This is an optimization exercise on Yosys and OpenROAD, whose aim is small area, a short achievable clock period and few clock cycles, not a production implementation.
Only simulation tests tie the RTL to the original design; equivalence was not proved.
No activity file was given, so power comes from the tool's default toggle rates.

`flow/config.mk`:
```
export PLATFORM = sky130hd
export DESIGN_NAME = Muliti_cycle_Cpu
export DESIGN_NICKNAME = Muliti_cycle_Cpu
export VERILOG_FILES = /design/flow/design.v
export SDC_FILE = /design/flow/constraint.sdc
export NUM_CORES = 4
export LEC_CHECK = 0
export CAP_MARGIN = 30
export CORE_MARGIN = 2
export CORE_UTILIZATION = 40
export SLEW_MARGIN = 30
```
`flow/constraint.sdc`:
```
create_clock -name core_clock -period 12.0 [get_ports {clk}]
set_input_delay 2.4000 -clock core_clock [delete_from_list [all_inputs] [get_ports {clk}]]
set_output_delay 2.4000 -clock core_clock [all_outputs]
set_load 0.01 [all_outputs]
```
`flow/design.v`:
```
module Regs(
    input         clk,
    input         clr,
    input  [4:0]  ra,
    input  [4:0]  rb,
    input  [4:0]  wa,
    input  [31:0] wdata,
    input         we,
    output [31:0] rdata_A,
    output [31:0] rdata_B
);
    wire [31:0] register [0:31];
    assign register[0] = 32'h00000000;
    assign rdata_A = register[ra];
    assign rdata_B = register[rb];
    wire [31:0] wd = clr ? 32'h00000000 : wdata;
    genvar i;
    generate
        for (i = 1; i < 32; i = i + 1) begin : r
            reg [31:0] q;
            assign register[i] = q;
            always @(posedge clk)
                if (clr || (we && wa == i))
                    q <= wd;
        end
    endgenerate
endmodule
module Muliti_cycle_Cpu(
    input         clk,
    input         reset,
    input         MIO_ready,
    output        mem_w,
    output [31:0] Addr_out,
    output [31:0] data_out,
    input  [31:0] data_in
);
    reg [31:2] pc;           
    reg [31:2] addr;         
    reg        rst_q;        
    reg        d_valid;
    reg [31:0] ir;           
    reg        e_valid;
    reg [31:0] e_a, e_b, e_x;    
    reg [4:0]  e_rd;
    reg        e_we, e_lw, e_sw, e_beq, e_bne;
    reg        e_add, e_sub, e_and, e_or, e_xor, e_nor, e_slt, e_srl;
    reg [31:0] res;          
    reg [4:0]  w_rd;
    reg        w_we, w_lw, w_sw;
    assign Addr_out = {addr, 2'b00};
    assign data_out = res;
    assign mem_w    = w_sw;
    wire w_mem = w_lw | w_sw;
    wire hold  = w_mem & ~MIO_ready;     
    wire [31:0] wdata = w_lw ? data_in : res;
    wire        wr_en = w_we & ~hold;
    wire [5:0] op = ir[31:26];
    wire [5:0] fn = ir[5:0];
    wire [4:0] rs = ir[25:21];
    wire [4:0] rt = ir[20:16];
    wire [4:0] rd = ir[15:11];
    wire is_r    = (op == 6'b000000);
    wire is_jr   = is_r & ~fn[5] & fn[3];
    wire is_srl  = is_r & ~fn[5] & ~fn[3];
    wire is_rslt = is_r & fn[5] & fn[3];
    wire is_rlog = is_r & fn[5] & ~fn[3] & fn[2];
    wire is_rar  = is_r & fn[5] & ~fn[3] & ~fn[2];
    wire is_j    = (op[5:1] == 5'b00001) & ~op[0];
    wire is_jal  = (op[5:1] == 5'b00001) & op[0];
    wire is_br   = (op[5:1] == 5'b00010);
    wire is_imm  = ~op[5] & op[3];       
    wire is_lui  = is_imm & (op[2:0] == 3'b111);
    wire is_ilog = is_imm & op[2] & ~is_lui;
    wire is_mem  = op[5];
    wire is_lw   = is_mem & ~op[3];
    wire is_sw   = is_mem & op[3];
    wire uses_rt = is_r | is_br | is_sw;
    wire [4:0] dst = is_r ? rd : is_jal ? 5'd31 : rt;
    wire writes = (is_r & ~is_jr) | is_imm | is_lw | is_jal;
    wire d_we = writes & (dst != 5'd0);
    wire [1:0] lsel = is_r ? fn[1:0] : op[1:0];
    wire [31:0] rf_a, rf_b;
    wire [31:0] alu_out;
    wire fwdE_a = e_valid & e_we & (e_rd == rs);
    wire fwdE_b = e_valid & e_we & (e_rd == rt);
    wire fwdW_a = w_we & (w_rd == rs);
    wire fwdW_b = w_we & (w_rd == rt);
    wire [31:0] rs_val = fwdE_a ? alu_out : fwdW_a ? wdata : rf_a;
    wire [31:0] rt_val = fwdE_b ? alu_out : fwdW_b ? wdata : rf_b;
    wire haz_lu = e_valid & e_lw & ((e_rd == rs) | (uses_rt & (e_rd == rt))) & e_we;
    wire haz_jr = is_jr & ((e_valid & e_we & (e_rd == rs)) | (w_lw & w_we & (w_rd == rs)));
    wire d_go   = d_valid & ~haz_lu & ~haz_jr;
    wire [29:0] se30 = {{14{ir[15]}}, ir[15:0]};
    wire [31:2] br_tgt = pc + se30;
    wire [31:2] j_tgt  = {pc[31:28], ir[25:0]};
    wire [31:0] bx  = e_sub | e_slt ? ~e_b : e_b;
    wire [32:0] sum = {1'b0, e_a} + {1'b0, bx} + {32'b0, e_sub | e_slt};
    wire lt  = (e_a[31] ^ e_b[31]) ? e_a[31] : sum[31];
    wire eq  = (e_a == e_b);
    wire e_taken = e_valid & ((e_beq & eq) | (e_bne & ~eq));
    assign alu_out = ({32{e_add | e_sub}} & sum[31:0])
                   | ({32{e_and}} & (e_a & e_b))
                   | ({32{e_or }} & (e_a | e_b))
                   | ({32{e_xor}} & (e_a ^ e_b))
                   | ({32{e_nor}} & ~(e_a | e_b))
                   | ({32{e_slt}} & {31'b0, lt})
                   | ({32{e_srl}} & {1'b0, e_b[31:1]});
    wire d_redir  = d_go & (is_j | is_jal | is_jr);
    wire d_accept = ~d_valid | d_go;
    wire fetch_ok = ~w_mem & MIO_ready & d_accept;
    reg [31:2] pc_next;
    always @* begin
        if (e_taken)       pc_next = e_x[31:2];
        else if (d_redir)  pc_next = is_jr ? rs_val[31:2] : j_tgt;
        else if (fetch_ok) pc_next = pc + 30'd1;
        else               pc_next = pc;
    end
    always @(posedge clk) rst_q <= reset;
    Regs rf(
        .clk(clk), .clr(rst_q),
        .ra(rs), .rb(rt),
        .wa(w_rd), .wdata(wdata), .we(wr_en),
        .rdata_A(rf_a), .rdata_B(rf_b)
    );
    always @(posedge clk or posedge reset) begin
        if (reset) begin
            pc <= 30'd0;
            addr <= 30'd0;
            d_valid <= 1'b0;
            e_valid <= 1'b0;
            w_we <= 1'b0;
            w_lw <= 1'b0;
            w_sw <= 1'b0;
        end else if (!hold) begin
            pc   <= pc_next;
            addr <= (e_valid & (e_lw | e_sw)) ? sum[31:2] : pc_next;
            if (e_taken)
                d_valid <= 1'b0;
            else if (d_valid & ~d_go)
                d_valid <= 1'b1;
            else
                d_valid <= fetch_ok & ~d_redir;
            e_valid <= d_go & ~e_taken & ~is_j & ~is_jr;
            w_we <= e_valid & e_we;
            w_lw <= e_valid & e_lw;
            w_sw <= e_valid & e_sw;
        end
    end
    always @(posedge clk) begin
        if (!hold) begin
            if (d_accept & fetch_ok)
                ir <= data_in;
            e_a <= is_jal ? {pc, 2'b00} : is_lui ? 32'd0 : rs_val;
            e_b <= is_lui ? {ir[15:0], 16'd0}
                 : (is_imm | is_mem) ? {{16{ir[15]}}, ir[15:0]}
                 : is_jal ? 32'd0 : rt_val;
            e_x <= is_br ? {br_tgt, 2'b00} : rt_val;
            e_rd <= dst;
            e_we <= d_we;
            e_lw <= is_lw;
            e_sw <= is_sw;
            e_beq <= is_br & ~op[0];
            e_bne <= is_br & op[0];
            e_add <= is_rar & ~fn[1] | is_imm & (op[2:0] == 3'b000) | is_jal | is_mem;
            e_sub <= is_rar & fn[1];
            e_slt <= is_rslt | is_imm & (op[2:0] == 3'b010);
            e_and <= (is_rlog | is_ilog) & (lsel == 2'b00);
            e_or  <= (is_rlog | is_ilog) & (lsel == 2'b01) | is_lui;
            e_xor <= (is_rlog | is_ilog) & (lsel == 2'b10);
            e_nor <= is_rlog & (lsel == 2'b11);
            e_srl <= is_srl;
            res  <= e_sw ? e_x : alu_out;
            w_rd <= e_rd;
        end
    end
endmodule
```
`flow/run.sh`:
```
#!/bin/bash
# synth_recipe.tcl (not shown) runs the flow's synth.tcl, then flattens the netlist and writes it again
# the make line also repeats each setting of config.mk as NAME=value (left out here)
make -C /OpenROAD-flow-scripts/flow DESIGN_CONFIG=/design/flow/config.mk WORK_HOME=/design/flow/orfs CLKGATE_MAP_FILE= SYNTH_SCRIPT=/design/flow/synth_recipe.tcl finish
```
==> impl_metrics.csv <==
group,metric,value,unit
floorplanning,design.core.area,152000,um2
logic_synthesis,synth_seq_cells,1241,
cts,cts_root_buf,"sky130_fd_sc_hd__clkbuf_16",
place,dp.cells,7055,
cts,tritoncts,"built",
cells_and_area,final_core_util,46.2,%
drt,first_pass_iters,10,
logic_synthesis,synthCells,5081,
floorplanning,die_boundary_height,396,um
global_route,grt_pass1_wl,422,mm
floorplanning,die_w,396,um
drt,routed_wire_length_per_instance,43.1,um
global_route,gr-usage-all-layers,38.9,%
logic_synthesis,synth_warnings,2,
setup_path,worstSetupPathType,"in -> reg",
setup_path,timing.critical_path.fanout_max,90,
logic_synthesis,asyncSetResetFlopFracSynth,5.24,%
power_and_ir_drop,power_density,280,nW/um2
cts,clkSlewWorstSetupHoldPaths,0.06,ns
global_route,number_of_antenna_violations_at_the_first_check_in_global_routing,31,
sta,max_clock_freq,0.179,GHz
logic_synthesis,synthMostInstantiatedCell,"sky130_fd_sc_hd__edfxtp_1",
drt,detailroute.via_count,55000,
drt,vias_per_cell,7.52,
sta,timing.final.crit_share,46.5,%
status,run_status,"complete, no violations",
hold_path,timing.hold.worst.class,"reg -> reg",
setup_path,endpoint_kind,"flop",
global_route,grt_start_max_net_pins,91,
logic_synthesis,synth_common_cells,"sky130_fd_sc_hd__edfxtp_1 (1175), sky130_fd_sc_hd__a22oi_1 (741), sky130_fd_sc_hd__nand2_1 (375), sky130_fd_sc_hd__clkbuf_1 (266), sky130_fd_sc_hd__nor2_1 (263)",
sta,clock_skew,0.0406,ns
floorplanning,die_area,157000,um2
sta,hold_ws,0.496,ns
power_and_ir_drop,pleak,0.0256,uW
global_route,via_count_of_the_first_global_routing_pass,50200,
sta,final-setup-viol-count,0,
cts,cts_setup_buffers,0,
power_and_ir_drop,power.clock.fraction,21.8,%
cts,post_cts_resize_count,0,
sta,final-max-slew-violation-count,0,
power_and_ir_drop,p_int,11200,uW
cts,clock_sinks,1241,
floorplanning,rows,143,
floorplanning,initial_core_util,40.3,%
setup_path,worst_setup_path_start_kind,"input port",
cells_and_area,flow.area_growth_from_synthesis,14.5,%
global_route,grt_remaining_overflow,0,
sta,finalSetupTns,0,ns
setup_path,worstPathArrival,6.03,ns
cells_and_area,nets_finish,5326,
drt,initialDrtViolationCount,13200,
logic_synthesis,synth-edff-count,1175,
flow_run,max_cap_viol_count,0,
drt,drc_markers,0,
logic_synthesis,synth_top_area_cell,"sky130_fd_sc_hd__edfxtp_1",
sta,rsz0062_at_grt,"false",
sta,hold_viol,0,
hold_path,launch_point_of_the_worst_hold_path,"addr[22]$_DFFE_PP0N_",
power_and_ir_drop,netSwitchingFraction,42.8,%
setup_path,startpoint,"MIO_ready",
place,numPortBuffers,97,
cts,cts_hold_buf,0,
logic_synthesis,synth_top_area_share,57.5,%
cells_and_area,instances_no_fill,7312,
logic_synthesis,cell_types_with_the_largest_area_share_after_synthesis,"sky130_fd_sc_hd__edfxtp_1 (57%), sky130_fd_sc_hd__a22oi_1 (9.1%), sky130_fd_sc_hd__dfrtp_1 (2.6%)",
drt,route.final.wire_length,315,mm
power_and_ir_drop,p_sw,8410,uW
power_and_ir_drop,power_frac_comb,39.4,%
sta,min_period,5.58,ns
cts,clkLatencyLatePin,0.81,ns
sta,worst_slew_pin_slew,1.22,ns
floorplanning,boundaryPins,100,
setup_path,reg2reg_from,"ir[21]$_DFFE_PP_",
cts,cts_buffer_depth,3,
sta,timing.max_slew.rel_slack,18.7,%
logic_synthesis,yosysSeqAreaShare,60.2,%
cells_and_area,fillCellCount,13600,
place,dp_hpwl,194,mm
setup_path,critical_path_required,12.44,ns
drt,detail-route-antenna-nets,0,
place,gp_routability_congestion,0.993,
power_and_ir_drop,power.ir.vdd_worst,0.176,mV
cells_and_area,post_route_cells_drive_above_1_share,11.4,%
logic_synthesis,postSynthAreaPerCell,12.1,um2
logic_synthesis,synth_top_flop_cell,"sky130_fd_sc_hd__edfxtp_1",
cts,numCtsBuffers,132,
logic_synthesis,count_of_unique_library_cells_instantiated_by_yosys,100,
power_and_ir_drop,fraction_of_power_consumed_by_sequential_logic,38.8,%
logic_synthesis,post_synthesis_instance_area,61400,um2
cts,ctsHtreeMaxLevel,4,
layout by cell type, fill, tap and decap left out, types with 19 or more instances in the layout:
master,n
sky130_fd_sc_hd__edfxtp_1,1175
sky130_fd_sc_hd__a22oi_1,741
sky130_fd_sc_hd__nand2_1,375
sky130_fd_sc_hd__nor2_1,210
sky130_fd_sc_hd__a21oi_1,197
sky130_fd_sc_hd__buf_4,194
sky130_fd_sc_hd__nand3_1,193
sky130_fd_sc_hd__and3_1,155
sky130_fd_sc_hd__o21ai_0,154
sky130_fd_sc_hd__clkbuf_16,138
sky130_fd_sc_hd__ha_1,127
sky130_fd_sc_hd__nand4_1,113
sky130_fd_sc_hd__inv_1,103
sky130_fd_sc_hd__clkdlybuf4s50_1,97
sky130_fd_sc_hd__xnor2_1,76
sky130_fd_sc_hd__a222oi_1,74
sky130_fd_sc_hd__nor3_1,65
sky130_fd_sc_hd__mux2i_1,64
sky130_fd_sc_hd__dfrtp_1,64
sky130_fd_sc_hd__a22o_1,53
sky130_fd_sc_hd__nor2_4,52
sky130_fd_sc_hd__nor4_1,50
sky130_fd_sc_hd__xor2_1,47
sky130_fd_sc_hd__a2111oi_0,44
sky130_fd_sc_hd__a221oi_1,38
sky130_fd_sc_hd__mux2_2,33
sky130_fd_sc_hd__a21o_1,30
sky130_fd_sc_hd__a31oi_1,26
sky130_fd_sc_hd__a211oi_1,24
sky130_fd_sc_hd__clkinv_2,23
sky130_fd_sc_hd__o211ai_1,19
cells by family (layout without fill, tap and decap cells):
family	count (synthesis)	after routing	synth area share (%)
XOR/XNOR	123	123	1.75
buffers and inverters	456	639	2.98
adder cells (fa/ha/maj)	129	129	2.65
AND/OR/NAND/NOR	1387	1387	11.2
AO/OA/AOI/OAI	1647	1647	19.6
flip-flops	1241	1241	60.2
other	1	19	0.00611
multiplexers	97	97	1.65
metrics by stage:
stage	total power, uW	area, um2	setup WS, ns
2_1_floorplan	11300	61400	4.26
3_3_place_gp	14900	65600	5.73
3_5_place_dp	14900	65700	5.68
4_1_cts	19200	70100	6.49
5_1_grt	20100	70300	6.33
6_report	19700	70300	6.42
state kept, by name (all words and copies together) (netlist names), 30 cells and up:
name    flops
e_b        32
rf.r.q    992
res        32
e_a        32
pc         30
e_x        32
addr       30
ir         32
metal layers:
metal / global-route usage (%) / part of all wire, % / vias to the layer above / wire, um
li1: - / - / 20600 / -
met1: 47.2 / 33 / 26500 / 104000
met2: 55.3 / 41 / 6138 / 129000
met3: 17.0 / 17 / 1713 / 52800
met4: 27.0 / 9.0 / 30 / 28200
met5: 0.216 / 0.091 / - / 286
area by class of cell:
type,instances,area (um2),area share (%)
Sequential cell,1241,36900,52.5
Multi-Input combinational cell,3385,23400,33.3
Clock buffer,160,3580,5.09
Inverter,106,407,0.578
Timing Repair Buffer,296,2540,3.62
Tap cell,2030,2540,3.61
Antenna cell,17,42.5,0.0605
Clock inverter,77,832,1.18
power by group through the flow:
stage / clock (uW) / sequential (uW) / combinational [uW]
5_1_grt: 4440 / 7660 / 8020
2_1_floorplan: 0 / 7090 / 4200
6_report: 4280 / 7630 / 7750
4_1_cts: 4260 / 7540 / 7370
3_5_place_dp: 0 / 7610 / 7320
3_3_place_gp: 0 / 7630 / 7300
worst paths after layout:
kind | endpoint | slack [ns] | cells past startpoint
max | rf.r[3].q[8]$_DFFE_PP_ | 6.42 | 7
min | addr[22]$_DFFE_PP0N_ | 0.50 | 2
max reg2reg | addr[30]$_DFFE_PP0N_ | 6.45 | 11
min reg2reg | addr[22]$_DFFE_PP0N_ | 0.50 | 2
max in group asynchronous | w_lw$_DFFE_PP0N_ | 8.95 | 3
min in group asynchronous | pc[20]$_DFFE_PP0N_ | 1.86 | 2
critical path, cell delays in order:
cell,delay (ns)
sky130_fd_sc_hd__clkdlybuf4s50_1,0.65
sky130_fd_sc_hd__nor2_4,0.20
sky130_fd_sc_hd__buf_4,0.40
sky130_fd_sc_hd__inv_8,0.54
sky130_fd_sc_hd__nand3_1,0.51
sky130_fd_sc_hd__o21bai_4,0.74
sky130_fd_sc_hd__buf_4,0.48
Testbench counts, summed over its fixed seeds: cycles 103,445.

==> afterwards: timing with drivers on the ports <==
The flow's constraints put no driver on any port. The routed layout listed below was extracted and timed again, unchanged, in two steps. Step 1 (the two cells are an assumption about what drives the block):
set clk [get_ports {clk}]
set_driving_cell -lib_cell sky130_fd_sc_hd__clkbuf_16 $clk
set_driving_cell -lib_cell sky130_fd_sc_hd__buf_2 [delete_from_list [all_inputs] $clk]
Step 2 also shifts input and output timing later by t, the mid clock arrival at the registers, as if the neighbouring blocks saw the same clock. Slacks: no drivers / after step 1 / after step 2; pairs: no drivers / after step 1.
t (ns): 0.865
setup slack, ns: 6.419 / 6.448 / 5.605
clock arrival spread, ns: 0.040 / 0.041
After both steps this run still meets setup and hold. For this run, drivers alone change the setup slack by +0.029 ns; drivers and shift together by -0.814 ns.
